Context: an optimization exercise on an open-source flow, tuned for small area. The choices shown serve that exercise and are no tape-out recipe.
In this exercise RTL edits were held to simulation tests only and were not proved equivalent to the original.
No activity file was given, so power comes from the tool's default toggle rates.

==> flow/config.mk <==
export PLATFORM = sky130hd
export DESIGN_NAME = ahb_usb
export DESIGN_NICKNAME = ahb_usb
export VERILOG_FILES = /design/flow/design.v
export SDC_FILE = /design/flow/constraint.sdc
export NUM_CORES = 4
export LEC_CHECK = 0
export CAP_MARGIN = 20
export CORE_MARGIN = 2
export CORE_UTILIZATION = 60
export CTS_BUF_LIST = sky130_fd_sc_hd__clkbuf_16
export CTS_CLUSTER_DIAMETER = 60
export CTS_CLUSTER_SIZE = 30
export SLEW_MARGIN = 20
==> flow/constraint.sdc <==
create_clock -name core_clock -period 10.0 [get_ports {clk}]
set_input_delay 2.0000 -clock core_clock [delete_from_list [all_inputs] [get_ports {clk}]]
set_output_delay 2.0000 -clock core_clock [all_outputs]
set_load 0.01 [all_outputs]
==> flow/design.v <==
`timescale 1ns / 10ps
module flex_counter #(
    parameter SIZE = 4
) (
    input logic clk,
    input logic n_rst,
    input logic clear,
    input logic count_enable,
    input logic [SIZE-1:0] rollover_val,
    output logic rollover_flag,
    output logic [SIZE-1:0] count_out
);
always_ff @ (posedge clk, negedge n_rst) begin
    if(~n_rst)
        count_out <= 0;
    else if (clear)
        count_out <= 0;
    else if (count_enable)
        count_out <= (count_out == rollover_val) ? 1 : count_out + 1;
end
assign rollover_flag = (count_out == rollover_val);
endmodule
`timescale 1ns / 10ps
module flex_sr #(
    parameter SIZE = 8,
    parameter MSB_FIRST = 0
) (
    input logic clk,
    input logic n_rst,
    input logic shift_enable,
    input logic load_enable,
    input logic serial_in,
    input logic [SIZE-1:0] parallel_in,
    output logic serial_out,
    output logic [SIZE-1:0] parallel_out
);
always_ff @ ( posedge clk, negedge n_rst) begin
    if (!n_rst)
        parallel_out <= {(SIZE){1'b1}};
    else if (load_enable)
        parallel_out <= parallel_in;
    else if (shift_enable) begin
        if (!MSB_FIRST)
            parallel_out <= {serial_in, parallel_out[SIZE-1:1]};
        else
            parallel_out <= {parallel_out[SIZE-2:0], serial_in};
    end
end
assign serial_out = MSB_FIRST ? parallel_out[SIZE-1] : parallel_out[0];
endmodule
`timescale 1ns / 10ps
module sync #(
    parameter RST_VAL = 1'b0
) (
    input logic clk,
    input logic n_rst,
    input logic async_in,
    output logic sync_out
);
logic ff_out;
always_ff @ ( posedge clk, negedge n_rst )
begin
    if(!n_rst) begin
        ff_out <= RST_VAL;
        sync_out <= RST_VAL;
    end
    else begin
        ff_out <= async_in;
        sync_out <= ff_out;
    end
end
endmodule
`timescale 1ns / 10ps
module EOP_det #(
) (
    input logic clk, n_rst,en,
    input logic dp_in, dm_in, clear,
    output logic eop, eop_error
);
logic [1:0] eop_count, next_eop_count;
logic prev_dp_in,prev_dm_in;
always_ff @(posedge clk, negedge n_rst) begin   
    if(~n_rst) begin
        eop_count <= 0;        
        prev_dm_in <= 0;
        prev_dp_in <= 1;
    end
    else if(clear) begin;
        eop_count <= 0; 
    end
    else if(en) begin
        eop_count <= next_eop_count;
        prev_dm_in <= dm_in;
        prev_dp_in <= dp_in;
    end
end
always_comb begin
    if(~prev_dp_in && ~prev_dm_in) begin
        next_eop_count = eop_count + 1;
    end
    else begin
        next_eop_count = 0;
    end
end
always_comb begin
    if(eop_count == 2'b10 && next_eop_count != 2'b11) begin
        eop = 1;
        eop_error = 0;
    end
    else if((eop_count == 2'b01 && next_eop_count == 2'b00) || (next_eop_count == 2'b11)) begin
        eop_error = 1;
        eop = 0;
    end
    else begin
        eop = 0;
        eop_error = 0;
    end
end
endmodule
`timescale 1ns / 10ps
module NRZI_decoder  (
    input logic clk, n_rst, en,
    input logic dp_in,
    output logic d_orig, d_edge
);
logic dp_in_prev;
logic dp_in_r;
always_ff @(posedge clk, negedge n_rst) begin
    if(~n_rst) begin
        dp_in_prev <= 1;
    end
    else begin
        dp_in_prev <= dp_in_r;
    end
end
always_comb begin
    d_orig =  ~(dp_in ^ dp_in_prev);  
    d_edge = dp_in ^ dp_in_prev;  
end
always_comb begin
    dp_in_r = dp_in_prev;
    if(en)
        dp_in_r = dp_in;
end
endmodule
`timescale 1ns / 10ps
module clk_div (
    input logic clk, n_rst, counter_clear,
    input logic en_clk_div,
    output logic clk_divider
);
    logic c8_rollover_flag, c3_rollover_flag, cnt_en, n_cnt_en, tx_packet_flag;
    logic [3:0] zero;
    flex_counter #(4) counter8 (.clk(clk), .n_rst(n_rst), .clear(counter_clear), .count_enable(cnt_en), .rollover_val(4'd8), .count_out(zero), .rollover_flag(c8_rollover_flag));
    flex_counter #(2) counter3 (.clk(clk), .n_rst(n_rst), .clear(counter_clear), .count_enable(c8_rollover_flag), .rollover_val(2'd3), .count_out(), .rollover_flag(c3_rollover_flag));
    always_ff @( posedge clk, negedge n_rst ) begin
        if (n_rst == 0) begin
            cnt_en <= 0;
        end
        else begin
            cnt_en <= n_cnt_en;
        end
    end
    always_comb begin : counter_enable
        if (en_clk_div != 0) begin
            if (cnt_en == 0) begin
                n_cnt_en = 1;
            end
            else begin
                if ((c8_rollover_flag == 1) & (c3_rollover_flag == 1)) begin
                    n_cnt_en = 0;
                end
                else begin
                    n_cnt_en = 1;
                end
            end
        end
        else begin
            n_cnt_en = 0;
        end
        clk_divider = ((c8_rollover_flag && !c3_rollover_flag) || !cnt_en) && en_clk_div && (zero != 0);
    end
endmodule
`timescale 1ns / 10ps
module clk_div_rx (
    input logic clk, n_rst, counter_clear,
    input logic en_clk_div, last_readjust,
    output logic clk_divider
);
    logic c8_rollover_flag, c3_rollover_flag, cnt_en, n_cnt_en;
    logic [3:0] zero;
    flex_counter #(4) counter8 (.clk(clk), .n_rst(n_rst), .clear(counter_clear), .count_enable(cnt_en), .rollover_val(4'd8), .count_out(zero), .rollover_flag(c8_rollover_flag));
    flex_counter #(2) counter3 (.clk(clk), .n_rst(n_rst), .clear(counter_clear), .count_enable(c8_rollover_flag), .rollover_val(2'd3), .count_out(), .rollover_flag(c3_rollover_flag));
    always_ff @( posedge clk, negedge n_rst ) begin
        if (n_rst == 0) begin
            cnt_en <= 0;
        end
        else begin
            cnt_en <= n_cnt_en;
        end
    end
    always_comb begin : counter_enable
        if (en_clk_div != 0) begin
            if (cnt_en == 0) begin
                n_cnt_en = 1;
            end
            else begin
                if ((c8_rollover_flag == 1) & (c3_rollover_flag == 1)) begin
                    n_cnt_en = 0;
                end
                else begin
                    n_cnt_en = 1;
                end
            end
        end
        else begin
            n_cnt_en = 0;
        end
        clk_divider = ((c8_rollover_flag && !c3_rollover_flag) || !cnt_en) && en_clk_div  && (zero != 0) && ~last_readjust;
    end
endmodule
`timescale 1ns / 10ps
module data_reg (
    input  logic clk, n_rst,
    input  logic shift_in, store_data, flush, send_packet,store_packet, addr_check,
    input  logic [7:0] packet_data,
    output logic [2:0] rx_packet,
    output logic [7:0] rx_packet_data,
    output logic addr_right, addr_wrong
);
    logic [15:0] data_register, next_data_register;
    logic [2:0] rx_packet_r, next_rx_packet;
    assign rx_packet_data = data_register[7:0];
    assign rx_packet = send_packet ? rx_packet_r : rx_packet_r;
    always_ff @(posedge clk or negedge n_rst) begin
        if (~n_rst) begin
            data_register <= 16'b0;
            rx_packet_r <= 3'b0;
        end 
        else begin
            data_register <= next_data_register;
            rx_packet_r <= next_rx_packet;
        end
    end
    always_comb begin
         if (shift_in) begin
            next_data_register = {packet_data, data_register[15:8]};
        end
        else
            next_data_register = data_register;
    end
always_comb begin
    next_rx_packet = rx_packet_r;
    if(store_packet) begin
            case (next_data_register[11:8])
            4'b0001: next_rx_packet = 3'b001;  
            4'b1001: next_rx_packet = 3'b010;  
            4'b0010: next_rx_packet = 3'b011;  
            4'b0011: next_rx_packet = 3'b100;  
            4'b1011: next_rx_packet = 3'b101;  
            default: next_rx_packet = 3'b000;
        endcase
    end
end
always_comb begin
    if(addr_check) begin
        if(data_register[10:0] == 11'b10111010101) begin
            addr_right = 1;
            addr_wrong = 0;
        end
        else begin
            addr_wrong = 1;
            addr_right = 0;
        end
    end
    else begin
        addr_right = 0;
        addr_wrong = 0;
    end
end
endmodule
`timescale 1ns / 10ps
module nrzi_encoder(
    input logic [7:0] data,
    output logic [7:0] encoded_data
);
    assign encoded_data[7] = data[7] ? 1 : 0;
    assign encoded_data[6] = data[6] ? encoded_data[7] : ~encoded_data[7];
    assign encoded_data[5] = data[5] ? encoded_data[6] : ~encoded_data[6];
    assign encoded_data[4] = data[4] ? encoded_data[5] : ~encoded_data[5];
    assign encoded_data[3] = data[3] ? encoded_data[4] : ~encoded_data[4];
    assign encoded_data[2] = data[2] ? encoded_data[3] : ~encoded_data[3];
    assign encoded_data[1] = data[1] ? encoded_data[2] : ~encoded_data[2];
    assign encoded_data[0] = data[0] ? encoded_data[1] : ~encoded_data[1];
endmodule
`timescale 1ns / 10ps
module rx_controller #(
) (
    input logic clk, n_rst, clk_div,
    input logic byte_strobe ,bitstuff_error, d_edge,
    input logic [6:0] buffer_occupancy,
    input logic [7:0] packet_data, 
    input logic  eop, eop_error,crc_right,crc_wrong,addr_right, addr_wrong,rollover_flag_3,
    output logic flush, rx_error, rx_dr, rx_busy, store_rx_data, crc_check, en_clk_div, addr_check, clk_4_en,
    output logic store_data, shift_in, send_packet, store_packet, clear, shift_en, clear_clk, count_en, EOP_en, NRZI_en, clear_4clk
);
logic buffer_full;  
typedef enum logic [5:0]  {IDLE,START, SAMPLE, SYNC_WAIT, SYNC, PID_WAIT, PID,FLUSH,FLUSH_WAIT, START_SHIFT, DATA_WAIT, DATA_WAIT2, DATA_SHIFT, STORE_DATA, DATA_CRC,
                           CRC_WAIT, DATA_EOP, DATA_IDLE, DATA_ERROR, TOKEN_SHIFT,TOKEN_WAIT1,TOKEN_WAIT2,TOKEN_WAIT3, TOKEN_DATA1, TOKEN_DATA2,TOKEN_ADDR_WAIT, TOKEN_ADDR, TOKEN_CRC, TOKEN_CRC_WAIT, TOKEN_EOP,
                           ACK_SHIFT,ACK_WAIT,ACK_SEND, EIDLE, EOP_CHECK} state_t;
state_t state, next_state;
always_ff @(posedge clk, negedge n_rst) begin
    if(~n_rst) begin
        state <= IDLE;
    end
    else begin
        state <= next_state;
    end
end
always_comb begin
    next_state = state;
    case(state)
    IDLE: next_state = eop ? EIDLE : d_edge ? START : IDLE ; 
    START: next_state = eop ? EIDLE : rollover_flag_3 ? SAMPLE : START;
    SAMPLE: next_state = eop? EIDLE : SYNC_WAIT;
    SYNC_WAIT: next_state = eop ? EIDLE : byte_strobe ? SYNC : SYNC_WAIT ; 
    SYNC: next_state = eop ? EIDLE: (packet_data == 8'h80) ? PID_WAIT : EIDLE ;
    PID_WAIT: next_state = eop  ? EIDLE : byte_strobe? PID : PID_WAIT;
    PID: begin
        if(eop)
            next_state = EIDLE;
        case(packet_data)
        8'b11100001, 8'b01101001: next_state = TOKEN_SHIFT;  
        8'b11000011, 8'b01001011: next_state = FLUSH;  
        8'b11010010: next_state = ACK_SHIFT;  
        default: next_state = EIDLE;
        endcase
    end
    FLUSH: next_state = (eop ||bitstuff_error) ? EIDLE : FLUSH_WAIT; 
    FLUSH_WAIT: next_state = (eop ||bitstuff_error) ? EIDLE : byte_strobe ? START_SHIFT : FLUSH_WAIT;
    START_SHIFT: next_state = (eop || bitstuff_error) ? EIDLE : byte_strobe ? DATA_WAIT : START_SHIFT;
    DATA_WAIT: next_state = (eop_error ||bitstuff_error) ? EIDLE : eop ? DATA_CRC : byte_strobe ? DATA_SHIFT : DATA_WAIT;
    DATA_SHIFT: next_state = (eop_error || bitstuff_error || buffer_full) ? DATA_ERROR : eop ? DATA_CRC : DATA_WAIT2;
    DATA_WAIT2: next_state = (eop_error || bitstuff_error) ? DATA_ERROR : eop ? DATA_CRC : byte_strobe ? STORE_DATA : DATA_WAIT2;
    STORE_DATA: next_state = (eop_error || bitstuff_error || buffer_full) ? DATA_ERROR : eop ? DATA_CRC : DATA_SHIFT;
    DATA_ERROR: next_state = EIDLE;
    DATA_CRC: next_state = eop_error ? DATA_ERROR : CRC_WAIT;
    CRC_WAIT: next_state = crc_wrong ? EIDLE : crc_right ? DATA_EOP : CRC_WAIT; 
    DATA_EOP: next_state = DATA_IDLE; 
    DATA_IDLE : next_state = d_edge ? START : DATA_IDLE;
    TOKEN_SHIFT: next_state =  (eop || bitstuff_error) ? EIDLE : TOKEN_WAIT1;
    TOKEN_WAIT1:next_state = (eop || bitstuff_error) ? EIDLE : byte_strobe ? TOKEN_DATA1 : TOKEN_WAIT1;
    TOKEN_DATA1: next_state = (eop|| bitstuff_error) ? EIDLE : TOKEN_WAIT2;
    TOKEN_WAIT2: next_state = (eop || bitstuff_error) ? EIDLE : byte_strobe ? TOKEN_DATA2 : TOKEN_WAIT2;
    TOKEN_DATA2: next_state = (eop || bitstuff_error) ? EIDLE : TOKEN_WAIT3;
    TOKEN_WAIT3: next_state = (eop_error || bitstuff_error || addr_wrong) ? EIDLE : eop ? TOKEN_ADDR_WAIT : TOKEN_WAIT3;
    TOKEN_ADDR_WAIT: next_state = (eop_error) ? EIDLE : TOKEN_ADDR;
    TOKEN_ADDR: next_state = (eop_error || addr_wrong) ? EIDLE : addr_right ?  TOKEN_CRC : TOKEN_ADDR;
    TOKEN_CRC: next_state = TOKEN_CRC_WAIT;
    TOKEN_CRC_WAIT: next_state = (crc_wrong || eop_error || bitstuff_error) ? EIDLE : crc_right ? TOKEN_EOP : TOKEN_CRC_WAIT;
    TOKEN_EOP: next_state = IDLE;
    ACK_SHIFT: next_state = (eop_error ||bitstuff_error) ? EIDLE: ACK_WAIT;
    ACK_WAIT: next_state = (eop_error ||bitstuff_error) ? EIDLE: eop? ACK_SEND : ACK_WAIT;
    ACK_SEND: next_state = EOP_CHECK;
    EOP_CHECK: next_state = eop_error ? EIDLE : eop? EOP_CHECK : IDLE;
    EIDLE: next_state = d_edge ? START : EIDLE;
    default: next_state = IDLE;
    endcase
end
always_comb begin
    flush = 0;
    rx_error = 0; 
    rx_dr = 0;
    rx_busy = 1;
    store_rx_data = 0;
    store_data = 0;
    crc_check = 0;
    send_packet = 0;
    shift_in = 0;
    clear = 0;
    en_clk_div = 1;
    store_packet = 0;
    addr_check = 0;
    shift_en = ((clk_div == 1) || (rollover_flag_3 == 1 ));
    NRZI_en = ((clk_div == 1)) || (rollover_flag_3 == 1);
    count_en = ((clk_div == 1)) || (rollover_flag_3 == 1);
    EOP_en = clk_div;
    clear_clk = 0;
    clk_4_en = 0;
    clear_4clk = 0;
    case(state)
    IDLE: begin
        en_clk_div = 0;
        rx_busy = 0;
        clear = 1;
        clear_4clk = 1;
        send_packet = 1;
        shift_en = 0;
        count_en = 0;
        clear_clk = 1;
    end
    START: begin
        en_clk_div = 0;
        clk_4_en = 1;
    end
    SAMPLE: begin
        en_clk_div = 1;
        clear_4clk = 1;
    end
    SYNC_WAIT: begin
        en_clk_div = 1;
    end
    SYNC: begin
        en_clk_div = 1;
        clear = 1;    
    end
    PID_WAIT: begin
        en_clk_div = 1; 
    end
    PID: begin  
        en_clk_div = 1;
        clear = 1;
    end
    FLUSH: begin
        flush = 1;
        shift_in  = 1;
        en_clk_div = 1;        
    end
    FLUSH_WAIT: begin
        flush = 0;
        shift_in = 0;
        store_packet = 1;
    end
    START_SHIFT: begin
        en_clk_div = 1;
        shift_in = 1;
        store_data = 0;
        clear = 1;
    end
    DATA_WAIT: begin 
        en_clk_div = 1;
        shift_in = 0;
    end
    DATA_SHIFT: begin
        en_clk_div = 1;
        store_data = 0;
        shift_in = 1;
        clear = 1;
    end
    DATA_WAIT2: begin 
        en_clk_div = 1;
        shift_in = 0;
    end
    STORE_DATA: begin
        en_clk_div = 1;
        store_data = 1;
        shift_in  = 0;
        store_rx_data = 1;
        clear = 1;
    end
    DATA_ERROR: begin
        rx_error = 1;
        flush = 1;  
        clear = 1;
    end
    DATA_CRC: begin
        en_clk_div = 1;
        store_data = 0;
        crc_check = 1;
        shift_in = 0;
        store_data = 0; 
    end
    CRC_WAIT: begin
        en_clk_div = 1;
        crc_check = 0;
    end
    DATA_EOP: begin
        en_clk_div = 1;
        rx_dr = 1;  
        clear = 1;
    end
    DATA_IDLE: begin
        rx_dr = 1;
        rx_busy = 0;
        clear = 1;
        send_packet = 1;
        clear_clk = 1;
        clear_4clk = 1;
        en_clk_div = 0;
    end
    TOKEN_SHIFT:begin
        en_clk_div = 1;
        shift_in = 1;
        store_packet  = 1;
        clear = 1;
    end
    TOKEN_WAIT1:begin
        en_clk_div = 1;
        shift_in = 0;
    end
    TOKEN_DATA1: begin
        en_clk_div = 1;
        shift_in= 1;
        clear = 1;
    end
    TOKEN_WAIT2:begin
        en_clk_div = 1;
        shift_in = 0;
    end
    TOKEN_DATA2: begin
        en_clk_div = 1;
        shift_in= 1;
        clear = 1;
    end
    TOKEN_WAIT3:begin
        en_clk_div = 1;
        shift_in = 0;
    end
    TOKEN_ADDR_WAIT: begin
        en_clk_div = 1;
        addr_check = 1;
    end
    TOKEN_ADDR: begin
        en_clk_div = 1;
        addr_check = 1;
    end
    TOKEN_CRC: begin
        en_clk_div = 1;
        crc_check = 1;
    end
    TOKEN_CRC_WAIT: begin 
        en_clk_div = 1;
        crc_check = 0;
    end
    TOKEN_EOP: begin
        send_packet = 1;
        clear = 1;
    end
    ACK_SHIFT: begin
        shift_in = 1; 
    end
    ACK_WAIT: begin
        store_packet = 1;
    end
    ACK_SEND: begin
        send_packet = 1;
    end
    EOP_CHECK: begin
        clear = 1;
    end
    EIDLE: begin
        rx_error = 1;
        rx_busy = 0;  
        clear = 1;
        clear_clk = 1;
        clear_4clk = 1;
        en_clk_div = 0;
    end
    endcase
end
always_comb begin
    if(buffer_occupancy == 7'd64)
        buffer_full = 1;
    else 
        buffer_full = 0;
end
endmodule
`timescale 1ns / 10ps
module usb_rx #(
) (
    input logic clk, n_rst, 
    input logic dp_in, dm_in, crc_right, crc_wrong,bitstuff_error,
    input logic [6:0] buffer_occupancy,
    output logic RX_data_ready, RX_transfer_active, RX_error,
    output logic flush, store_RX_packet_data,
    output logic [2:0] RX_packet,
    output logic [7:0] RX_packet_data
);
    logic dp_in_sync, dm_in_sync;
    logic clk_div; 
    logic d_edge; 
    logic  d_orig; 
    logic [7:0]  packet_data; 
    logic eop, eop_error; 
    logic EOP_en;
    logic crc_check;
    logic clear; 
    logic byte_strobe;
    logic en_clk_div;
    logic shift_in;
    logic store_data;
    logic send_packet;
    logic NRZI_en;
    logic rollover_flag_3;
    logic clear_4clk;
    logic clear_clk;
    logic addr_right;
    logic addr_wrong;
    logic store_packet;
    logic shift_enable;
    logic clk_4_en;
    logic count_en;
    logic readjust;
    logic clear_diff_count;
    logic addr_check;
sync #(1)DPIN (.clk(clk), .n_rst(n_rst), .async_in(dp_in), .sync_out(dp_in_sync));
sync #(0)DMIN(.clk(clk), .n_rst(n_rst), .async_in(dm_in), .sync_out(dm_in_sync));
EOP_det EOP(.clk(clk), .n_rst(n_rst), .dp_in(dp_in_sync) , .dm_in(dm_in_sync), .eop(eop), .eop_error(eop_error), .clear(clear), .en(EOP_en));
clk_div_rx TWLV_MHZ(.clk(clk), .n_rst(n_rst), .counter_clear(clear_clk), .en_clk_div(en_clk_div & ~readjust), .last_readjust(clear_diff_count), .clk_divider(clk_div) );
NRZI_decoder NRZI(.clk(clk), .n_rst(n_rst), .dp_in(dp_in_sync), .d_edge(d_edge), .d_orig(d_orig)  ,.en(NRZI_en));
data_reg BUFF(.clk(clk) , .n_rst(n_rst), .shift_in(shift_in), .store_data(store_data), .send_packet(send_packet), .addr_right(addr_right),.addr_wrong(addr_wrong),.addr_check(addr_check) ,
              .packet_data(packet_data) ,.rx_packet(RX_packet), .rx_packet_data(RX_packet_data), .store_packet(store_packet), .flush(flush));
rx_controller   RX_CONTROLLER(
    .clk                 (clk),
    .clk_div             (clk_div),
    .n_rst               (n_rst),
    .byte_strobe         (byte_strobe),
    .bitstuff_error      (bitstuff_error),
    .d_edge              (d_edge),
    .buffer_occupancy    (buffer_occupancy),
    .packet_data         (packet_data),
    .eop                 (eop),
    .eop_error           (eop_error),
    .EOP_en              (EOP_en),
    .crc_right           (crc_right),
    .crc_wrong           (crc_wrong),
    .flush               (flush),
    .rx_error            (RX_error),
    .rx_dr               (RX_data_ready),
    .rx_busy             (RX_transfer_active),
    .store_rx_data       (store_RX_packet_data),
    .crc_check           (crc_check),
    .en_clk_div          (en_clk_div),
    .store_data          (store_data),
    .shift_in            (shift_in),
    .send_packet         (send_packet),
    .clear               (clear),
    .addr_right(addr_right),
    .addr_wrong(addr_wrong),
    .addr_check(addr_check),
    .shift_en(shift_enable),
    .clear_clk(clear_clk),
    .count_en(count_en),
    .store_packet(store_packet),
    .rollover_flag_3 (rollover_flag_3),
    .clk_4_en (clk_4_en),
    .NRZI_en(NRZI_en),
    .clear_4clk (clear_4clk)
);
always_ff @(posedge clk, negedge n_rst) begin
    if(~n_rst) begin
        clear_diff_count <= 0 ;
    end
    else begin
        clear_diff_count <= readjust;
    end
end
flex_sr STP8(.clk(clk), .n_rst(n_rst), .shift_enable(shift_enable), .load_enable(1'b0), .serial_in(d_orig) , .parallel_in(8'h00) , .serial_out(), .parallel_out(packet_data));
flex_counter #(4) BYTE_COUNTS(.clk(clk), .n_rst(n_rst) ,.clear(clear), .count_enable(count_en), .rollover_val(4'd8), .count_out() ,.rollover_flag(byte_strobe));
flex_counter #(2) FOUR_clk(.clk(clk), .n_rst(n_rst) ,.clear(clear_4clk), .count_enable(clk_4_en), .rollover_val(2'd2), .count_out() ,.rollover_flag(rollover_flag_3));
flex_counter #(6) DIV_COUNT(.clk(clk), .n_rst(n_rst), .clear(clear_diff_count), .count_enable(clk_div) , .rollover_val(6'd45) , .rollover_flag(readjust));
endmodule
`timescale 1ns / 10ps
module usb_tx_fsm (
    input logic clk, n_rst, c8bit_rollover_flag, clk_div,
    input logic [2:0] tx_packet,
    input logic [6:0] buff_occupancy,
    input logic [7:0] encoded_tx_packet_data, pidbyte,
    output logic packet_done, get_tx_packet_data, tx_transfer_active, clear, counter_clear, bit_counter_en,
    output logic DP_OUT, DM_OUT
);
    logic [7:0] syncbyte, crcbyte1, crcbyte2, parallel_in;
    logic shift_enable, load_enable;
    logic serial_out;
    logic serial_out_dp, serial_out_sr;
    assign syncbyte = 8'b01010100;
    assign crcbyte1 = 8'b00010001;
    assign crcbyte2 = 8'b00100010;
    typedef enum logic [4:0] {
        IDLE,
        LoadSYNC,
        ShiftSYNC,
        SYNCWait,
        LoadPID,
        PIDWait,
        ShiftPID,
        LoadCRC1,
        CRC1Wait,
        ShiftCRC1,
        LoadCRC2,
        CRC2Wait,
        ShiftCRC2,
        LoadDATA,
        DATAWait,
        ShiftDATA,
        LoadEOP,
        ShiftEOP,
        EOPWait,
        PacketDone
    } tx_states;
    tx_states state, n_state;
    always_ff @( posedge clk, negedge n_rst ) begin
        if (n_rst == 0) begin
            state <= IDLE;
        end
        else begin
            state <= n_state;
        end
    end
    always_comb begin : Transition
        case (state)
            IDLE : begin
                if ((tx_packet > 0) && (tx_packet < 6)) begin
                    n_state = LoadSYNC;
                end
                else begin
                    n_state = IDLE;
                end
            end
            LoadSYNC : begin
                n_state = SYNCWait;
            end
            ShiftSYNC : begin
                n_state = SYNCWait;
            end
            SYNCWait : begin
                if ((clk_div == 1) && (c8bit_rollover_flag != 1)) begin
                    n_state = ShiftSYNC;
                end
                else if (((clk_div == 1) && (c8bit_rollover_flag == 1))) begin
                    n_state = LoadPID;
                end
                else begin
                    n_state = SYNCWait;
                end
            end
            LoadPID : begin
                n_state = PIDWait;
            end
            ShiftPID : begin
                    n_state = PIDWait;
            end
            PIDWait : begin
                if ((clk_div == 1) && (c8bit_rollover_flag != 1)) begin
                    n_state = ShiftPID;
                end
                else if ((clk_div == 1) && (c8bit_rollover_flag == 1) && ((tx_packet == 1) || (tx_packet == 2)) ) begin
                    n_state = LoadDATA;
                end
                else if ((clk_div == 1) && (c8bit_rollover_flag == 1))begin
                    n_state = LoadCRC1;
                end
                else begin
                    n_state = PIDWait;
                end
            end
            LoadDATA : begin
                n_state = DATAWait;
            end
            ShiftDATA : begin
                n_state = DATAWait;
            end
            DATAWait : begin
                if ((clk_div == 1) && (c8bit_rollover_flag != 1)) begin
                    n_state = ShiftDATA;
                end
                else if ((clk_div == 1) && (c8bit_rollover_flag == 1) && (buff_occupancy != 0)) begin
                    n_state = LoadDATA;
                end
                else if ((clk_div == 1) && (c8bit_rollover_flag == 1) && (buff_occupancy == 0))begin
                    n_state = LoadCRC1;
                end
                else begin
                    n_state = DATAWait;
                end
            end
            LoadCRC1 : begin
                n_state = CRC1Wait;
            end
            ShiftCRC1 : begin
                n_state = CRC1Wait;
            end
            CRC1Wait : begin
                if ((clk_div == 1) && (c8bit_rollover_flag != 1)) begin
                    n_state = ShiftCRC1;
                end
                else if ((clk_div == 1) && (c8bit_rollover_flag == 1)) begin
                    n_state = LoadCRC2;
                end
                else begin
                    n_state = CRC1Wait;
                end
            end
            LoadCRC2 : begin
                n_state = CRC2Wait;
            end
            ShiftCRC2 : begin
                n_state = CRC2Wait;
            end
            CRC2Wait : begin
                if ((clk_div == 1) && (c8bit_rollover_flag != 1)) begin
                    n_state = ShiftCRC2;
                end
                else if ((clk_div == 1) && (c8bit_rollover_flag == 1)) begin
                    n_state = LoadEOP;
                end
                else begin
                    n_state = CRC2Wait;
                end
            end
            LoadEOP : begin
                if (clk_div == 1) begin
                    n_state = ShiftEOP;
                end
                else begin
                    n_state = state;
                end
            end
            ShiftEOP : n_state = EOPWait;
            EOPWait : begin
                if (clk_div == 1) begin
                    n_state = PacketDone;
                end
                else begin
                    n_state = state;
                end
            end
            PacketDone : n_state = IDLE;
            default: n_state = IDLE;
        endcase
    end
    always_comb begin : Output
        parallel_in = '0;
        serial_out_dp = 0;
        case (state)
            IDLE : begin
                clear = 0;
                counter_clear = 1;
                tx_transfer_active = 0;
                packet_done = 0;
                shift_enable = 0;
                load_enable = 1;
                bit_counter_en = 0;
                parallel_in = 8'h80;
                get_tx_packet_data = 0;
            end
            LoadSYNC : begin
                clear = 0;
                counter_clear = 0;
                tx_transfer_active = 1;
                packet_done = 0;
                shift_enable = 1;
                load_enable = 1;
                bit_counter_en = 0;
                parallel_in = syncbyte;  
                get_tx_packet_data = 0;
            end
            ShiftSYNC : begin
                clear = 0;
                counter_clear = 0;
                tx_transfer_active = 1;
                packet_done = 0;
                shift_enable = 1;
                load_enable = 0;
                bit_counter_en = 1;
                get_tx_packet_data = 0;
            end
            SYNCWait : begin
                clear = 0;
                counter_clear = 0;
                tx_transfer_active = 1;
                packet_done = 0;
                shift_enable = 0;
                load_enable = 0;
                bit_counter_en = 0;
                get_tx_packet_data = 0;
            end
            LoadPID : begin
                clear = 0;
                counter_clear = 1;
                tx_transfer_active = 1;
                packet_done = 0;
                shift_enable = 1;
                load_enable = 1;
                bit_counter_en = 0;
                parallel_in = pidbyte;
                get_tx_packet_data = 0;
            end
            PIDWait : begin
                clear = 0;
                counter_clear = 0;
                tx_transfer_active = 1;
                packet_done = 0;
                shift_enable = 0;
                load_enable = 0;
                bit_counter_en = 0;
                get_tx_packet_data = 0;
            end
            ShiftPID : begin
                clear = 0;
                counter_clear = 0;
                tx_transfer_active = 1;
                packet_done = 0;
                shift_enable = 1;
                load_enable = 0;
                bit_counter_en = 1;
                get_tx_packet_data = 0;
            end
            LoadDATA : begin
                clear = 0;
                counter_clear = 1;
                tx_transfer_active = 1;
                packet_done = 0;
                shift_enable = 1;
                load_enable = 1;
                bit_counter_en = 0;
                parallel_in = encoded_tx_packet_data;
                get_tx_packet_data = 1;
            end
            DATAWait : begin
                clear = 0;
                counter_clear = 0;
                tx_transfer_active = 1;
                packet_done = 0;
                shift_enable = 0;
                load_enable = 0;
                bit_counter_en = 0;
                get_tx_packet_data = 0;
            end
            ShiftDATA : begin
                clear = 0;
                counter_clear = 0;
                tx_transfer_active = 1;
                packet_done = 0;
                shift_enable = 1;
                load_enable = 0;
                bit_counter_en = 1;
                get_tx_packet_data = 0;
            end
            LoadCRC1 : begin
                clear = 0;
                counter_clear = 1;
                tx_transfer_active = 1;
                packet_done = 0;
                shift_enable = 1;
                load_enable = 1;
                bit_counter_en = 0;
                parallel_in = crcbyte1;
                get_tx_packet_data = 0;
            end
            CRC1Wait : begin
                clear = 0;
                counter_clear = 0;
                tx_transfer_active = 1;
                packet_done = 0;
                shift_enable = 0;
                load_enable = 0;
                bit_counter_en = 0;
                get_tx_packet_data = 0;
            end
            ShiftCRC1 : begin
                clear = 0;
                counter_clear = 0;
                tx_transfer_active = 1;
                packet_done = 0;
                shift_enable = 1;
                load_enable = 0;
                bit_counter_en = 1;
                get_tx_packet_data = 0;
            end
            LoadCRC2 : begin
                clear = 0;
                counter_clear = 1;
                tx_transfer_active = 1;
                packet_done = 0;
                shift_enable = 1;
                load_enable = 1;
                bit_counter_en = 1;
                parallel_in = crcbyte2;
                get_tx_packet_data = 0;
            end
            CRC2Wait : begin
                clear = 0;
                counter_clear = 0;
                tx_transfer_active = 1;
                packet_done = 0;
                shift_enable = 0;
                load_enable = 0;
                bit_counter_en = 0;
                get_tx_packet_data = 0;
            end
            ShiftCRC2 : begin
                clear = 0;
                counter_clear = 0;
                tx_transfer_active = 1;
                packet_done = 0;
                shift_enable = 1;
                load_enable = 0;
                bit_counter_en = 1;
                get_tx_packet_data = 0;
            end
            LoadEOP : begin
                clear = 0;
                counter_clear = 1;
                tx_transfer_active = 1;
                packet_done = 0;
                shift_enable = 1;
                load_enable = 1;
                bit_counter_en = 0;
                get_tx_packet_data = 0;
            end
            ShiftEOP : begin
                clear = 0;
                counter_clear = 0;
                tx_transfer_active = 1;
                packet_done = 0;
                shift_enable = 1;
                load_enable = 0;
                bit_counter_en = 1;
                get_tx_packet_data = 0;
            end
            EOPWait : begin
                clear = 0;
                counter_clear = 0;
                tx_transfer_active = 1;
                packet_done = 0;
                shift_enable = 0;
                load_enable = 0;
                bit_counter_en = 0;
                get_tx_packet_data = 0;
            end
            PacketDone : begin
                clear = 1;
                counter_clear = 1;
                tx_transfer_active = 0;
                packet_done = 1;
                shift_enable = 0;
                load_enable = 1;
                bit_counter_en = 0;
                get_tx_packet_data = 0;
                parallel_in = 8'h80;
                serial_out_dp = 1;
            end
            default: begin
                clear = 1;
                counter_clear = 1;
                tx_transfer_active = 0;
                packet_done = 0;
                shift_enable = 0;
                load_enable = 1;
                bit_counter_en = 0;
                get_tx_packet_data = 0;
            end
        endcase
    end
    flex_sr #(.MSB_FIRST(1)) bit8sr (.clk(clk), .n_rst(n_rst), .shift_enable(shift_enable), .load_enable(load_enable), .serial_in(1'b0), .parallel_in(parallel_in), .serial_out(serial_out_sr), .parallel_out());
    assign serial_out = serial_out_sr || serial_out_dp;
    assign DP_OUT = serial_out;
    always_comb begin
        if ((state == LoadEOP) || (state == ShiftEOP) || (state == EOPWait)) begin
            DM_OUT = 0;
        end
        else begin
            DM_OUT = ~serial_out;
        end
    end
endmodule
`timescale 1ns / 10ps
module usb_tx_wrapper (
    input logic clk, n_rst,
    input logic [6:0] buffer_occupancy,
    input logic [2:0] TX_packet,
    input logic [7:0] TX_packet_data,
    output logic TX_error, packet_done, get_TX_packet_data, TX_transfer_active, dp_out, dm_out
);
    logic [7:0] encoded_TX_packet_data, parallel_in, pidbyte;
    logic c8bit_rollover_flag, clk_div, shift_enable, load_enable, clear, counter_clear, bit_counter_en, serial_out;
    logic en_clk_div;
    always_comb begin
        pidbyte = 8'h01;  
        case (TX_packet)
            1 : pidbyte = 8'b11010111;
            2 : pidbyte = 8'b00100111;
            3 : pidbyte = 8'b11001001;
            4 : pidbyte = 8'b00111001;
            5 : pidbyte = 8'b01000001;
            default: pidbyte = 8'h01;
        endcase
    end
    assign en_clk_div = (TX_packet < 6) && (TX_packet != 0);
    flex_counter #(4) bit_counter (.clk(clk), .n_rst(n_rst), .clear(counter_clear), .count_enable(bit_counter_en), .rollover_val(4'd8), .count_out(), .rollover_flag(c8bit_rollover_flag));
    clk_div divider (.clk(clk), .n_rst(n_rst), .counter_clear(clear), .en_clk_div(en_clk_div), .clk_divider(clk_div));
    nrzi_encoder encoder (.data(TX_packet_data), .encoded_data(encoded_TX_packet_data));
    usb_tx_fsm fsm (.clk(clk), .n_rst(n_rst), .c8bit_rollover_flag(c8bit_rollover_flag), .clk_div(clk_div), .tx_packet(TX_packet), .buff_occupancy(buffer_occupancy), .encoded_tx_packet_data(encoded_TX_packet_data), .pidbyte(pidbyte), .packet_done(packet_done), .get_tx_packet_data(get_TX_packet_data), .tx_transfer_active(TX_transfer_active), .clear(clear), .counter_clear(counter_clear), .bit_counter_en(bit_counter_en), .DP_OUT(dp_out), .DM_OUT(dm_out));
    always_comb begin
        if (TX_packet > 5) begin
            TX_error = 1;
        end
        else begin
            TX_error = 0;
        end
    end
endmodule
`timescale 1ns / 10ps
module data_buffer (
    input logic clk, n_rst, clear, flush, store_TX_data, store_RX_packet_data, get_RX_data, get_TX_packet_data,
    input logic [7:0] TX_data, RX_packet_data,
    output logic clear_done,
    output logic [7:0] RX_data, TX_packet_data,
    output logic [6:0] buffer_occupancy
);
    logic last_store_TX_data, last_store_RX_data;
    logic [6:0] waddr, raddr, hw;
    logic [63:0][7:0] mem;
    logic clear_flag, any_store, wr, rd;
    logic [7:0] wval, rdata;
    assign clear_flag = clear | flush;
    assign clear_done = clear_flag;
    assign any_store = last_store_TX_data | last_store_RX_data;
    assign wr = (clear_flag | any_store) & ~waddr[6];
    assign wval = clear_flag ? 8'h00 : (last_store_RX_data ? RX_packet_data : TX_data);
    logic eq_rw, at_hw;
    assign eq_rw = (raddr == waddr);
    assign at_hw = (waddr == hw);
    assign rd = ~eq_rw & (get_TX_packet_data | get_RX_data);
    always_ff @(posedge clk, negedge n_rst) begin
        if (~n_rst) begin
            last_store_TX_data <= 0;
            last_store_RX_data <= 0;
            waddr <= 0;
            raddr <= 0;
            hw <= 0;
        end else begin
            last_store_TX_data <= store_TX_data;
            last_store_RX_data <= store_RX_packet_data;
            if (clear_flag) waddr <= 0;
            else if (any_store & ~waddr[6]) waddr <= waddr + 1;
            if (clear_flag) raddr <= 0;
            else if (rd) raddr <= raddr + 1;
            if (wr && at_hw) hw <= hw + 1;
        end
    end
    logic [63:0] we;
    always_comb
        for (int i = 0; i < 64; i++) we[i] = wr & (waddr[5:0] == i[5:0]);
    always_ff @(posedge clk) begin
        for (int i = 0; i < 64; i++)
            mem[i] <= mem[i] ^ ({8{we[i]}} & (mem[i] ^ wval));
    end
    assign rdata = (eq_rw & at_hw) ? 8'h00 : mem[raddr[5:0]];
    assign RX_data = get_RX_data ? rdata : 8'h00;
    assign TX_packet_data = (~get_RX_data & get_TX_packet_data) ? rdata : 8'h00;
    assign buffer_occupancy = waddr - raddr;
endmodule
`timescale 1ns / 10ps
module ahb_lite_satellite (
    input logic clk,
    input logic n_rst,
    input logic [2:0] RX_packet,
    input logic RX_data_ready,
    input logic RX_transfer_active,
    input logic RX_error,
    input logic [6:0] buffer_occupancy, raddr,
    input logic [7:0] RX_data,
    input logic clear_done,
    output logic d_mode,
    output logic get_RX_data,
    output logic store_TX_data,
    output logic [7:0] TX_data,
    output logic clear,
    input logic TX_error,
    input logic TX_transfer_active,
    input logic packet_done,
    output logic [2:0] TX_packet,
    input logic hsel,
    input logic [3:0] haddr,
    input logic [2:0] hsize,
    input logic [1:0] htrans,
    input logic hwrite,
    input logic [2:0] hburst,
    input logic [31:0] hwdata,
    output logic hready,
    output logic [31:0] hrdata,
    output logic hresp
);
    logic act;
    assign act = hsel & htrans[1];
    logic l_wr, l_t1;
    logic [3:0] l_addr;
    logic [1:0] l_sz;
    logic r_wr, r_t1;
    logic [3:0] r_addr;
    logic [1:0] hr_state, next_hr_state;
    logic [31:0] dbr;
    logic [7:0] tx_ctl, flush_ctl;
    logic tx_busy, tx_wait;
    logic [1:0] tx_n, tx_hs;
    localparam logic [1:0] RX_IDLE = 2'd0, RX_WRDY = 2'd1, RX_ADDR = 2'd2, RX_WADDR = 2'd3;
    logic [1:0] rx_st, rx_n, rx_hs;
    logic error, stall, raw, tx_ready, rx_ready, tx_cont, rx_cont, tx_stall;
    logic r_error, w_error;
    assign hresp = hr_state[1];
    assign raw = act & ~hwrite & r_wr & (r_addr == haddr);
    assign hready = ~hr_state[0] & ~raw;
    assign d_mode = TX_transfer_active;
    assign TX_packet = tx_ctl[2:0];
    assign clear = flush_ctl[0];
    assign tx_ready = act & hwrite & (haddr[3:2] == 2'b00);
    assign rx_ready = act & ~hwrite & (haddr[3:2] == 2'b00);
    function automatic logic cont(input logic [1:0] n, input logic [1:0] hs);
        case (n)
            2'd0, 2'd2: cont = (hs == 2'd1) || (hs == 2'd2);
            2'd1: cont = (hs == 2'd2);
            default: cont = 1'b0;
        endcase
    endfunction
    assign tx_cont = cont(tx_n, tx_hs);
    assign rx_cont = cont(rx_n, rx_hs);
    assign tx_stall = tx_busy ? (~tx_wait | tx_cont) : tx_ready;
    always_comb begin
        case (rx_st)
            RX_IDLE: stall = rx_ready | tx_stall;
            RX_WADDR: stall = rx_cont;
            default: stall = 1'b1;
        endcase
    end
    always_comb begin
        case (hsize)
            3'd0: r_error = ~((haddr <= 4'h8) || (haddr == 4'hC) || (haddr == 4'hD));
            3'd1: r_error = ~((haddr == 4'h0) || (haddr == 4'h2) || (haddr == 4'h4) || (haddr == 4'h6) || (haddr == 4'h8) || (haddr == 4'hC) || (haddr == 4'hD));
            3'd2: r_error = ~((haddr == 4'h0) || (haddr == 4'h4) || (haddr == 4'h6) || (haddr == 4'h8) || (haddr == 4'hC) || (haddr == 4'hD));
            default: r_error = 1'b0;
        endcase
        case (hsize)
            3'd0: w_error = ~((haddr[3:2] == 2'b00) || (haddr == 4'hC) || (haddr == 4'hD));
            3'd1: w_error = ~((haddr == 4'h0) || (haddr == 4'h2) || (haddr == 4'hC) || (haddr == 4'hD));
            3'd2: w_error = ~((haddr == 4'h0) || (haddr == 4'hC) || (haddr == 4'hD));
            default: w_error = 1'b0;
        endcase
    end
    assign error = act & ~hresp & (hwrite ? w_error : r_error);
    always_comb begin
        if (hr_state == 2'b11) next_hr_state = 2'b10;
        else if (error) next_hr_state = 2'b11;
        else if (stall) next_hr_state = 2'b01;
        else next_hr_state = 2'b00;
    end
    logic we;
    logic [3:0] lane_we;
    logic tx_we, flush_we;
    assign we = hsel & r_t1 & l_wr;
    always_comb begin
        lane_we = 4'b0000;
        tx_we = 1'b0;
        flush_we = 1'b0;
        case (l_sz)
            2'd0: begin
                if (l_addr[3:2] == 2'b00) lane_we[l_addr[1:0]] = 1'b1;
                tx_we = (l_addr == 4'hC);
                flush_we = (l_addr == 4'hD);
            end
            2'd1: begin
                if (l_addr == 4'h0) lane_we = 4'b0011;
                if (l_addr == 4'h2) lane_we = 4'b1100;
                tx_we = (l_addr == 4'hC);
                flush_we = (l_addr == 4'hC) || (l_addr == 4'hD);
            end
            2'd2: begin
                if (l_addr == 4'h0) lane_we = 4'b1111;
                tx_we = (l_addr == 4'hC);
                flush_we = (l_addr == 4'hC) || (l_addr == 4'hD);
            end
            default: ;
        endcase
    end
    always_ff @(posedge clk, negedge n_rst) begin
        if (~n_rst) begin
            l_wr <= 0;
            l_t1 <= 0;
            l_addr <= 0;
            l_sz <= 0;
            r_wr <= 0;
            r_t1 <= 0;
            r_addr <= 0;
            hr_state <= 2'b00;
            dbr <= 0;
            tx_ctl <= 0;
            flush_ctl <= 0;
            tx_busy <= 0;
            tx_wait <= 0;
            tx_n <= 0;
            tx_hs <= 0;
            rx_st <= RX_IDLE;
            rx_n <= 0;
            rx_hs <= 0;
        end else begin
            if (hready) begin
                l_wr <= hwrite;
                l_t1 <= htrans[1];
                l_addr <= haddr;
                l_sz <= (hsize[2] | (hsize[1] & hsize[0])) ? 2'd3 : hsize[1:0];
            end
            r_wr <= hwrite;
            r_t1 <= htrans[1];
            r_addr <= haddr;
            hr_state <= next_hr_state;
            for (int k = 0; k < 4; k++) begin
                if (rx_st == RX_ADDR && rx_n == k[1:0]) dbr[8*k +: 8] <= RX_data;
                else if (we & lane_we[k]) dbr[8*k +: 8] <= hwdata[8*k +: 8];
            end
            if (packet_done) tx_ctl <= 0;
            else if (we & tx_we) tx_ctl <= hwdata[7:0];
            if (clear_done) flush_ctl <= 0;
            else if (we & flush_we) flush_ctl <= hwdata[15:8];
            if (!tx_busy) begin
                tx_hs <= hsize[1:0];
                tx_n <= haddr[1:0];
                tx_wait <= 1'b0;
                tx_busy <= tx_ready & ~hresp;
            end else if (!tx_wait) begin
                tx_wait <= 1'b1;
            end else begin
                tx_wait <= 1'b0;
                tx_n <= tx_n + 2'd1;
                tx_busy <= tx_cont;
            end
            case (rx_st)
                RX_IDLE: begin
                    rx_hs <= hsize[1:0];
                    if (rx_ready & ~hresp) rx_st <= RX_WRDY;
                end
                RX_WRDY: begin
                    rx_n <= l_addr[1:0];
                    if (RX_data_ready) rx_st <= (l_addr[3:2] == 2'b00) ? RX_ADDR : RX_IDLE;
                end
                RX_ADDR: rx_st <= RX_WADDR;
                default: begin
                    rx_n <= rx_n + 2'd1;
                    rx_st <= rx_cont ? RX_ADDR : RX_IDLE;
                end
            endcase
        end
    end
    assign store_TX_data = tx_busy & ~tx_wait;
    assign get_RX_data = (rx_st == RX_ADDR);
    assign TX_data = dbr[8*tx_n +: 8];
    logic [15:0] status_reg, error_reg;
    assign status_reg = {7'b0, TX_transfer_active, RX_transfer_active, 3'b0, RX_packet, RX_data_ready};
    assign error_reg = {7'b0, TX_error, 7'b0, RX_error};
    always_comb begin
        hrdata = 32'h0;
        if (hsel && l_t1 && ~hresp && ~l_wr) begin
            case (l_sz)
                2'd0: begin
                    case (l_addr)
                        4'h0: hrdata[7:0] = dbr[7:0];
                        4'h1: hrdata[15:8] = dbr[15:8];
                        4'h2: hrdata[23:16] = dbr[23:16];
                        4'h3: hrdata[31:24] = dbr[31:24];
                        4'h4: hrdata[7:0] = status_reg[7:0];
                        4'h5: hrdata[15:8] = status_reg[15:8];
                        4'h6: hrdata[23:16] = error_reg[7:0];
                        4'h7: hrdata[31:24] = error_reg[15:8];
                        4'h8: hrdata[7:0] = {1'b0, buffer_occupancy};
                        4'hC: hrdata[7:0] = tx_ctl;
                        4'hD: hrdata[15:8] = flush_ctl;
                        default: ;
                    endcase
                end
                2'd1: begin
                    case (l_addr)
                        4'h0: hrdata[15:0] = dbr[15:0];
                        4'h2: hrdata[31:16] = dbr[31:16];
                        4'h4: hrdata[15:0] = status_reg;
                        4'h6: hrdata[31:16] = error_reg;
                        4'h8: hrdata[7:0] = {1'b0, buffer_occupancy};
                        4'hC: hrdata[15:0] = {flush_ctl, tx_ctl};
                        4'hD: hrdata[15:8] = flush_ctl;
                        default: ;
                    endcase
                end
                2'd2: begin
                    case (l_addr)
                        4'h0: hrdata = dbr;
                        4'h4: hrdata[15:0] = status_reg;
                        4'h6: hrdata[31:16] = error_reg;
                        4'h8: hrdata[7:0] = {1'b0, buffer_occupancy};
                        4'hC: hrdata[15:0] = {flush_ctl, tx_ctl};
                        4'hD: hrdata[15:8] = flush_ctl;
                        default: ;
                    endcase
                end
                default: ;
            endcase
        end
    end
endmodule
`timescale 1ns / 10ps
module ahb_usb #(
) (
    input clk, n_rst,
    input logic hsel,
    input logic [3:0] haddr,
    input logic [2:0] hsize,
    input logic [1:0] htrans,
    input logic hwrite,
    input logic [2:0] hburst,
    input logic [31:0] hwdata,
    output logic hready,
    output logic [31:0] hrdata,
    output logic hresp,
    input logic dp_in,
    input logic dm_in,
    output logic dp_out,
    output logic dm_out,
    output logic d_mode
);
    logic [2:0] RX_packet, TX_packet;
    logic RX_data_ready, RX_transfer_active, RX_error;
    logic [6:0] buffer_occupancy, raddr;
    logic [7:0] RX_data, TX_data;
    logic clear_done, get_RX_data, store_TX_data, clear, TX_error, TX_transfer_active, packet_done;
    logic flush, store_RX_packet_data, get_TX_packet_data;
    logic [7:0] RX_packet_data, TX_packet_data;
    logic crc_right, crc_wrong, bitstuff_error;
    assign crc_right = 1;
    assign crc_wrong = 0;
    assign bitstuff_error = 0;
    ahb_lite_satellite AHB (.*);
    data_buffer DB (.*);
    usb_tx_wrapper TX (.*);
    usb_rx RX (.*);
endmodule
==> flow/flow/run.sh <==
#!/bin/bash
# Standard ORFS layout (the standard.sh, standard synthesis unchanged) with
# a few layout-only knobs:


#  - buffer the ports with the smallest buffer
#  - clock tree from clkbuf_16 with larger sink clusters and no dummy loads
#  - power recovery (downsizing of cells off the critical paths) after
#    global routing
set -euo pipefail

export RECOVER_POWER=100
export BUFFER_PORTS_ARGS="-buffer_cell sky130_fd_sc_hd__buf_1"
export CTS_ARGS="-sink_clustering_enable -repair_clock_nets -sink_clustering_size 30 -sink_clustering_max_diameter 60 -buf_list sky130_fd_sc_hd__clkbuf_16 -dont_use_dummy_load"
bash standard.sh > standard.log 2>&1
==> flow/standard.sh <==
#!/bin/bash
# synth_recipe.tcl (not shown) runs the flow's synth.tcl, then flattens the netlist and writes it again
# the make line also repeats each setting of config.mk as NAME=value (left out here)
make -C /OpenROAD-flow-scripts/flow DESIGN_CONFIG=/design/flow/config.mk WORK_HOME=/design/flow/orfs CLKGATE_MAP_FILE= SYNTH_SCRIPT=/design/flow/synth_recipe.tcl "${@:-finish}"
==> impl_metrics.csv, run 1 <==
group,metric,value,unit
route,detailedRoute.firstIterationViolations,2209,
sta,final_min_period_over_clock_period,72.9,%
setup_path,crit_required,8.00,ns
place,gp_routability_congestion,0.930,
sta,timing.final.max_slew_violations,662,
route,vias,19989,
route,antenna_left,0,
sta,setup_repair_after_global_routing_missed_its_margin,"no",
cts,cts.clk_slew.worst_paths,0.09,ns
setup_path,startpoint_type,"flip-flop",
logic_synthesis,synth_compound_gate_area_share,8.04,%
sta,post-route-min-period,7.29,ns
cts,cts_hold_buf,0,
sta,worst_clk_skew,0.0691,ns
power_and_ir_drop,power.density,321,nW/um^2
logic_synthesis,synth-simple-area-share,9.53,%
logic_synthesis,post-synth-top-count-cell,"sky130_fd_sc_hd__edfxtp_1",
cts,clk-insertion-delay-late,0.61,ns
cells_and_area,area_growth,5.86,%
logic_synthesis,synth_area_per_cell,14.0,sq um
floorplan,starting_utilization_of_the_core_area,61.0,%
job,max_cap_viol_count,11,
floorplan,pin_count,87,
global_route,globalRoute.totalOverflow,0,
logic_synthesis,synth_top_cell_by_area,"sky130_fd_sc_hd__edfxtp_1",
min_path,hold_path.startpoint,"RX.DPIN.ff_out$_DFF_PN1_",
logic_synthesis,dominant_combinational_cell_family_by_area_after_synthesis,"multiplexers",
place,dp_hpwl,52600,um
logic_synthesis,post_synth_mux_area_share,14.3,%
sta,setup_violations,0,
route,drt-total-wl,79600,um
cts,clk_root_buffer_cell,"sky130_fd_sc_hd__clkbuf_16",
cells_and_area,fin_nets,2435,
cts,cts_setup_buffers,0,
logic_synthesis,yosys.area_share.xor_xnor,1.34,%
sta,timing_worst_slew_pin_value,3.16,ns
logic_synthesis,synth_edf_count,512,
logic_synthesis,ys_top_cells_by_count,"sky130_fd_sc_hd__edfxtp_1 (512), sky130_fd_sc_hd__nor2_1 (262), sky130_fd_sc_hd__dfrtp_1 (164)",
cts,clkSinkCount,696,
logic_synthesis,yosysSeqAreaShare,62.1,%
outcome,violatedChecks,"max-capacitance violations, max-slew violations",
logic_synthesis,ys_warn_count,18,
global_route,first_global_vias,19257,
global_route,globalRouteTotalUtil,28.8,%
power_and_ir_drop,total_power,10.9,mW
logic_synthesis,synthArstFlopShare,26.4,%
logic_synthesis,post_synth_main_area_contributors,"sky130_fd_sc_hd__edfxtp_1 (48%), sky130_fd_sc_hd__dfrtp_1 (13%), sky130_fd_sc_hd__mux4_2 (9.9%)",
cells_and_area,drive_gt1_share,13.3,%
cts,post_cts_resize_count,0,
logic_synthesis,syn-cell-area,32200,sq um
setup_path,timing.critical_path.arrival,5.29,ns
setup_path,rr_endpoint,"TX.fsm.bit8sr.parallel_out[0]$_DFFE_PN1P_",
floorplan,fp.dieArea,55500,sq um
route,drtPass1Iterations,6,
global_route,grt_first_pass_wirelength,121000,um
sta,fmax,0.137,GHz
floorplan,die_extent_in_y,236,um
cts,cts_tree,"built",
logic_synthesis,synthAdderAreaFrac,1.96,%
logic_synthesis,synth_cells,2307,
setup_path,reg2regPathDepth,11,
global_route,grt_max_degree,101,
cts,cts_buffers,44,
cells_and_area,n_fill_cell,3843,
sta,final_tns_setup,0,ns
logic_synthesis,number_of_different_library_cells_in_the_post_synthesis_netlist,85,
logic_synthesis,prevailing_post_synth_register_cell,"sky130_fd_sc_hd__edfxtp_1",
setup_path,r2r_start,"DB.raddr[1]$_DFFE_PN0P_",
route,route.detailed.wl_per_inst,26.3,um
route,route.detailed.vias_per_inst,6.61,
route,detail_route.drc_violations,0,
power_and_ir_drop,power.static_leakage,11.7,nW
min_path,min-delay-path-class,"flip-flop to flip-flop",
setup_path,cp-startpoint,"DB.raddr[1]$_DFFE_PN0P_",
floorplan,die-width,236,um
outcome,result_of_the_run,"complete, but fails checks",
sta,timing.final.hold_violations,0,
sta,timing.max_slew.rel_slack,-111,%
setup_path,maximum_fanout_along_the_worst_path,51,
global_route,grt_antenna_before_repair,0,
power_and_ir_drop,max-vdd-ir-drop,0.000444,V
setup_path,r2r_slack,2.98,ns
logic_synthesis,post-synth-top-area-fraction,47.8,%
floorplan,count_of_standard_cell_rows,84,
cts,cts_htree_levels,2,
place,count_of_buffers_inserted_at_the_top_level_ports,82,
setup_path,timing.critical_path.to,"hrdata[5]",
logic_synthesis,synth_register_bits,696,
cells_and_area,diodes,0,
setup_path,critPathCaptureType,"primary output",
floorplan,core_area,52800,sq um
setup_path,criticalPathCategory,"flip-flop to primary output",
cts,max-clock-path-buffers,3,
## where the power goes
group / internal (mW) / leakage, nW / total (mW) / switching [mW]
combinational: 1.67 / 4.40 / 4.55 / 2.88
clock: 0.780 / 0.542 / 1.67 / 0.894
sequential: 4.20 / 6.81 / 4.71 / 0.503
total: 6.66 / 11.7 / 10.9 / 4.27
## layer usage
| layer | vias up | share of wire (%) | global-route usage, % | wire length [um] |
|---|---|---|---|---|
| li1 | 8856 | - | - | - |
| met1 | 10217 | 43 | 41.7 | 33900 |
| met2 | 799 | 48 | 46.6 | 38300 |
| met3 | 117 | 6.5 | 3.67 | 5160 |
| met4 | 0 | 2.8 | 8.51 | 2250 |
| met5 | - | 0 | 0 | 0 |
## placed cells by master, fill, tap and decap left out, types with 21 or more instances in the layout
cell and n:
sky130_fd_sc_hd__a221oi_1 21, sky130_fd_sc_hd__mux4_2 141, sky130_fd_sc_hd__nor2_1 254, sky130_fd_sc_hd__clkbuf_16 44, sky130_fd_sc_hd__nand2_1 141, sky130_fd_sc_hd__buf_1 74
sky130_fd_sc_hd__o21ai_0 92, sky130_fd_sc_hd__inv_1 49, sky130_fd_sc_hd__nor2b_1 28, sky130_fd_sc_hd__mux2_2 54, sky130_fd_sc_hd__a21oi_1 107, sky130_fd_sc_hd__nand2b_1 21
sky130_fd_sc_hd__xnor2_1 25, sky130_fd_sc_hd__edfxtp_1 512, sky130_fd_sc_hd__dfrtp_1 163, sky130_fd_sc_hd__nand3_1 46, sky130_fd_sc_hd__mux2i_1 82, sky130_fd_sc_hd__ha_1 48
sky130_fd_sc_hd__a22oi_1 34, sky130_fd_sc_hd__nor3_1 45, sky130_fd_sc_hd__buf_4 22
## worst min path at each step
stage / to / slack, ns / cells past startpoint
6_report: RX.DPIN.sync_out$_DFF_PN1_ / 0.36 / 0
5_1_grt: RX.DPIN.sync_out$_DFF_PN1_ / 0.36 / 0
4_1_cts: RX.DPIN.sync_out$_DFF_PN1_ / 0.37 / 0
3_5_place_dp: RX.DPIN.sync_out$_DFF_PN1_ / 0.35 / 0
3_3_place_gp: RX.DMIN.sync_out$_DFF_PN0_ / 0.33 / 0
2_1_floorplan: RX.DMIN.sync_out$_DFF_PN0_ / 0.33 / 0
## logic make-up (layout without fill, tap and decap cells)
logic type      Yosys count  in the layout
compound gates          398            398
xor+xnor                 47             47
flops                   696            696
fa+ha+maj                50             50
buf+inv                 182            209
mux                     278            278
simple gates            656            656
## final cells by class
class,instances,area (sq um),area share (%)
sequential,696,20000,58.7
tap,688,861,2.53
multi-input combinational,1429,11400,33.4
clock buffer,44,1100,3.23
timing repair buffer,115,531,1.56
inverter,50,188,0.551
## worst max-delay path: stages, from the launching register on
cell                      delay, ns
sky130_fd_sc_hd__dfrtp_1       2.07
sky130_fd_sc_hd__inv_1         0.48
sky130_fd_sc_hd__ha_1          0.48
sky130_fd_sc_hd__nor2b_1       0.13
sky130_fd_sc_hd__o21ai_0       0.21
sky130_fd_sc_hd__a21oi_1       0.12
sky130_fd_sc_hd__o21ai_0       0.19
sky130_fd_sc_hd__nor3b_1       0.38
sky130_fd_sc_hd__o31ai_1       0.14
sky130_fd_sc_hd__a22oi_1       0.27
sky130_fd_sc_hd__nor2_1        0.08
sky130_fd_sc_hd__buf_1         0.14
## stage by stage
stage	hold slack (ns)	cells	util (%)	setup WS, ns	cell area, sq um
after floorplan	0.331	2307	-	5.06	32200
after global placement	0.332	2978	62.6	4.25	33000
after detailed placement	0.351	2978	62.6	4.19	33000
after CTS	0.368	3022	64.7	4.12	34100
after global routing	0.365	3022	64.6	2.36	34100
final	0.363	3022	64.6	2.71	34100
==> run 2, diff against run 1 <==
--- a/flow/flow/run.sh
+++ b/flow/flow/run.sh
@@ -2,6 +2,6 @@
 # Standard ORFS layout (the standard.sh, standard synthesis unchanged) with
 # a few layout-only knobs:
-
-
+#  - remove the buffers ABC put into the netlist; the resizer re-buffers
+#    where timing or slew needs it
 #  - buffer the ports with the smallest buffer
 #  - clock tree from clkbuf_16 with larger sink clusters and no dummy loads
@@ -9,5 +9,5 @@
 #    global routing
 set -euo pipefail
-
+export REMOVE_ABC_BUFFERS=1
 export RECOVER_POWER=100
 export BUFFER_PORTS_ARGS="-buffer_cell sky130_fd_sc_hd__buf_1"
==> run 2 against run 1 <==
Net effect:
- the layout still fails its checks (max-capacitance violations, max-slew violations)
- global-route usage increased by 0.36 points
- combinational power about the same
- clock skew increased by 0.034 ns
- non-clock buffer count decreased by 2
- worst hold slack improved by 0.0056 ns
- critical path type unchanged
- critical endpoint is now hrdata[6]
- largest cell class unchanged
==> impl_metrics.csv, run 2 <==
group,metric,value,unit
outcome,result_of_the_run,"complete, but fails checks",
outcome,violatedChecks,"max-capacitance violations, max-slew violations",
route,detailedRoute.firstIterationViolations,2380,
logic_synthesis,ys_warn_count,18,
sta,worst_clk_skew,0.103,ns
logic_synthesis,post-synth-top-area-fraction,47.8,%
place,placed_cells,2976,
logic_synthesis,synth_cells,2307,
logic_synthesis,synth_register_bits,696,
cells_and_area,fin_nets,2432,
cts,cts_htree_levels,2,
global_route,globalRouteTotalUtil,29.2,%
global_route,globalRoute.totalOverflow,0,
route,met1_length,32600,um
cts,cts.clk_slew.worst_paths,0.07,ns
power_and_ir_drop,power.density,320,nW/um^2
logic_synthesis,synth_area_per_cell,14.0,sq um
place,dp_hpwl,53600,um
setup_path,critical_path_buf_inv_count,3,
logic_synthesis,ys_top_cells_by_count,"sky130_fd_sc_hd__edfxtp_1 (512), sky130_fd_sc_hd__nor2_1 (262), sky130_fd_sc_hd__dfrtp_1 (164)",
sta,setup_repair_after_global_routing_missed_its_margin,"no",
cts,cts_buffers,43,
place,placed_cell_area,33000,sq um
cells_and_area,most_common_cell_after_layout_fill_and_taps_aside,"sky130_fd_sc_hd__edfxtp_1",
logic_synthesis,yosysSeqAreaShare,62.1,%
floorplan,die-width,236,um
logic_synthesis,number_of_different_library_cells_in_the_post_synthesis_netlist,85,
logic_synthesis,synthArstFlopShare,26.4,%
route,dr_wl_met2,39500,um
setup_path,reg2regPathDepth,8,
cts,clk_root_buffer_cell,"sky130_fd_sc_hd__clkbuf_16",
min_path,holdPathStages,0,
cts,cts_hold_buf,0,
setup_path,path_cells,"clkbuf_1 > inv_1 > ha_1 > a21oi_1 > o21bai_1 > a21o_1 > a21o_1 > xor2_1 > o21ai_0 > a22oi_1 > nor2_1 > buf_1",
setup_path,path_depth,12,
floorplan,pin_count,87,
route,route.met3.wl,5360,um
cells_and_area,drive_gt1_share,13.3,%
logic_synthesis,post-synth-top-count-cell,"sky130_fd_sc_hd__edfxtp_1",
floorplan,core_area,52800,sq um
sta,timing.final.hold_violations,0,
setup_path,timing.critical_path.arrival,5.57,ns
power_and_ir_drop,max-vdd-ir-drop,0.000461,V
route,vias,20057,
sta,setup_violations,0,
route,drtPass1Iterations,9,
place,placement.setup.worst_slack,4.22,ns
setup_path,path_common_cell,"sky130_fd_sc_hd__a21o_1",
setup_path,critPathCaptureType,"primary output",
cells_and_area,finalInstanceArea,34000,sq um
cts,cts_setup_buffers,0,
sta,post-route-min-period,7.57,ns
setup_path,critical-path-slowest-cell,"sky130_fd_sc_hd__clkbuf_1",
power_and_ir_drop,power.static_leakage,11.7,nW
sta,timing.final.ws_setup,2.43,ns
sta,timing_worst_slew_pin_value,3.19,ns
global_route,grt_first_pass_wirelength,122000,um
setup_path,startpoint_type,"flip-flop",
logic_synthesis,synth_edf_count,512,
floorplan,die_extent_in_y,236,um
cts,clkSinkCount,696,
global_route,first_global_vias,19494,
route,drt-total-wl,80300,um
route,antenna_left,0,
cts,max-clock-path-buffers,3,
place,gp_routability_congestion,0.909,
setup_path,maximum_fanout_along_the_worst_path,28,
logic_synthesis,post_synth_main_area_contributors,"sky130_fd_sc_hd__edfxtp_1 (48%), sky130_fd_sc_hd__dfrtp_1 (13%), sky130_fd_sc_hd__mux4_2 (9.9%)",
setup_path,crit_required,8.00,ns
job,max_cap_viol_count,11,
setup_path,worst_path_largest_cell_delay,1.38,ns
logic_synthesis,prevailing_post_synth_register_cell,"sky130_fd_sc_hd__edfxtp_1",
floorplan,fp.dieArea,55500,sq um
power_and_ir_drop,total_power,10.9,mW
sta,timing.max_slew.rel_slack,-113,%
sta,final_min_period_over_clock_period,75.7,%
cells_and_area,layout.cells.most_common_list,"sky130_fd_sc_hd__edfxtp_1 (512), sky130_fd_sc_hd__nor2_1 (254), sky130_fd_sc_hd__dfrtp_1 (162)",
logic_synthesis,syn-cell-area,32200,sq um
route,highest-signal-layer,"met4",
cts,clk-insertion-delay-late,0.65,ns
min_path,min-delay-path-class,"flip-flop to flip-flop",
place,count_of_buffers_inserted_at_the_top_level_ports,82,
sta,final_tns_setup,0,ns
cells_and_area,diodes,0,
global_route,grt_antenna_before_repair,0,
route,route.detailed.wl_per_inst,26.6,um
cells_and_area,area_growth,5.76,%
setup_path,kind_of_cell_adding_the_most_delay_to_the_critical_path,"buffers and inverters",
cells_and_area,layout.cells.non_filler,3019,
route,detail_route.drc_violations,0,
cts,post_cts_resize_count,0,
global_route,grt_max_degree,78,
logic_synthesis,synth_top_cell_by_area,"sky130_fd_sc_hd__edfxtp_1",
setup_path,criticalPathCategory,"flip-flop to primary output",
sta,timing.final.max_slew_violations,626,
cts,cts_tree,"built",
floorplan,count_of_standard_cell_rows,84,
route,route.detailed.vias_per_inst,6.64,
sta,fmax,0.132,GHz
floorplan,starting_utilization_of_the_core_area,61.0,%
run 2: cells by family after synthesis:
kind of cell	share of synthesized area [%]
buffers and inverters	2.65
XOR/XNOR	1.34
multiplexers	14.3
AND/OR/NAND/NOR	9.53
adder cells (fa/ha/maj)	1.96
flip-flops	62.1
AO/OA/AOI/OAI	8.04
run 2: where the power goes:
group	switching (mW)	internal [mW]	leakage [nW]	total, mW
combinational	2.90	1.65	4.38	4.55
sequential	0.497	4.21	6.80	4.71
clock	0.886	0.763	0.530	1.65
total	4.29	6.62	11.7	10.9
run 2: final cells by class:
class	count	area (sq um)
fillers	3902	18700
flip-flops and latches	696	20000
multi-input cells	1429	11400
inverters	50	188
clock buffers	43	1080
repair buffers	113	503
well taps	688	861
run 2: worst paths after layout:
path / startpoint / to / slack, ns
hold reg to reg: RX.DPIN.ff_out$_DFF_PN1_ / RX.DPIN.sync_out$_DFF_PN1_ / 0.37
hold / removal: RX.DPIN.ff_out$_DFF_PN1_ / RX.DPIN.sync_out$_DFF_PN1_ / 0.37
max in group asynchronous: n_rst / DB.raddr[0]$_DFFE_PN0P_ / 5.70
min in group asynchronous: n_rst / AHB.r_addr[0]$_DFF_PN0_ / 2.28
setup reg to reg: RX.RX_CONTROLLER.state[5]$_DFF_PN0_ / flip-flop / 3.71
setup / recovery: DB.raddr[2]$_DFFE_PN0P_ / hrdata[6] / 2.43
run 2: layer usage:
layer  vias to the layer above  track usage (%)
met5                         -                0
li1                       8856                -
met4                         0             9.82
met1                     10198             40.6
met2                       840             48.2
met3                       163             3.96
run 2: stage by stage:
step	utilization, %	hold slack, ns
floorplan	-	0.331
global placement	62.6	0.333
detailed placement	62.6	0.351
CTS	64.6	0.368
global route	64.5	0.373
finish	64.5	0.368
run 2: worst reg2reg max path: cells and delay by family, from the launching register on:
family	cells	cell delay [ns]
compound gates	2	0.55
buf+inv	3	3.29
flops	1	0.75
simple gates	3	0.97

re-timing with driven ports:
Ports are ideal in the flow. The routed layouts listed here were re-timed in OpenROAD.
Step 1, drivers: a clkbuf_16 drives clk and a buf_2 each remaining input, both assumed.
Step 2 moves the port delays by t, midway between the first and last clock arrival at a register: inputs arrive t later, outputs are due t later. That takes back most of the time a late clock gives input paths.
a / b / c = ideal / step 1 / step 2; a / b = the first two.
run	t (ns)	slack for setup (ns)	hold slack, ns
run 1	0.643	2.709 / 2.646 / 2.984	0.363 / 0.363 / 0.363
run 2	0.656	2.427 / 2.367 / 3.023	0.368 / 0.368 / 0.368
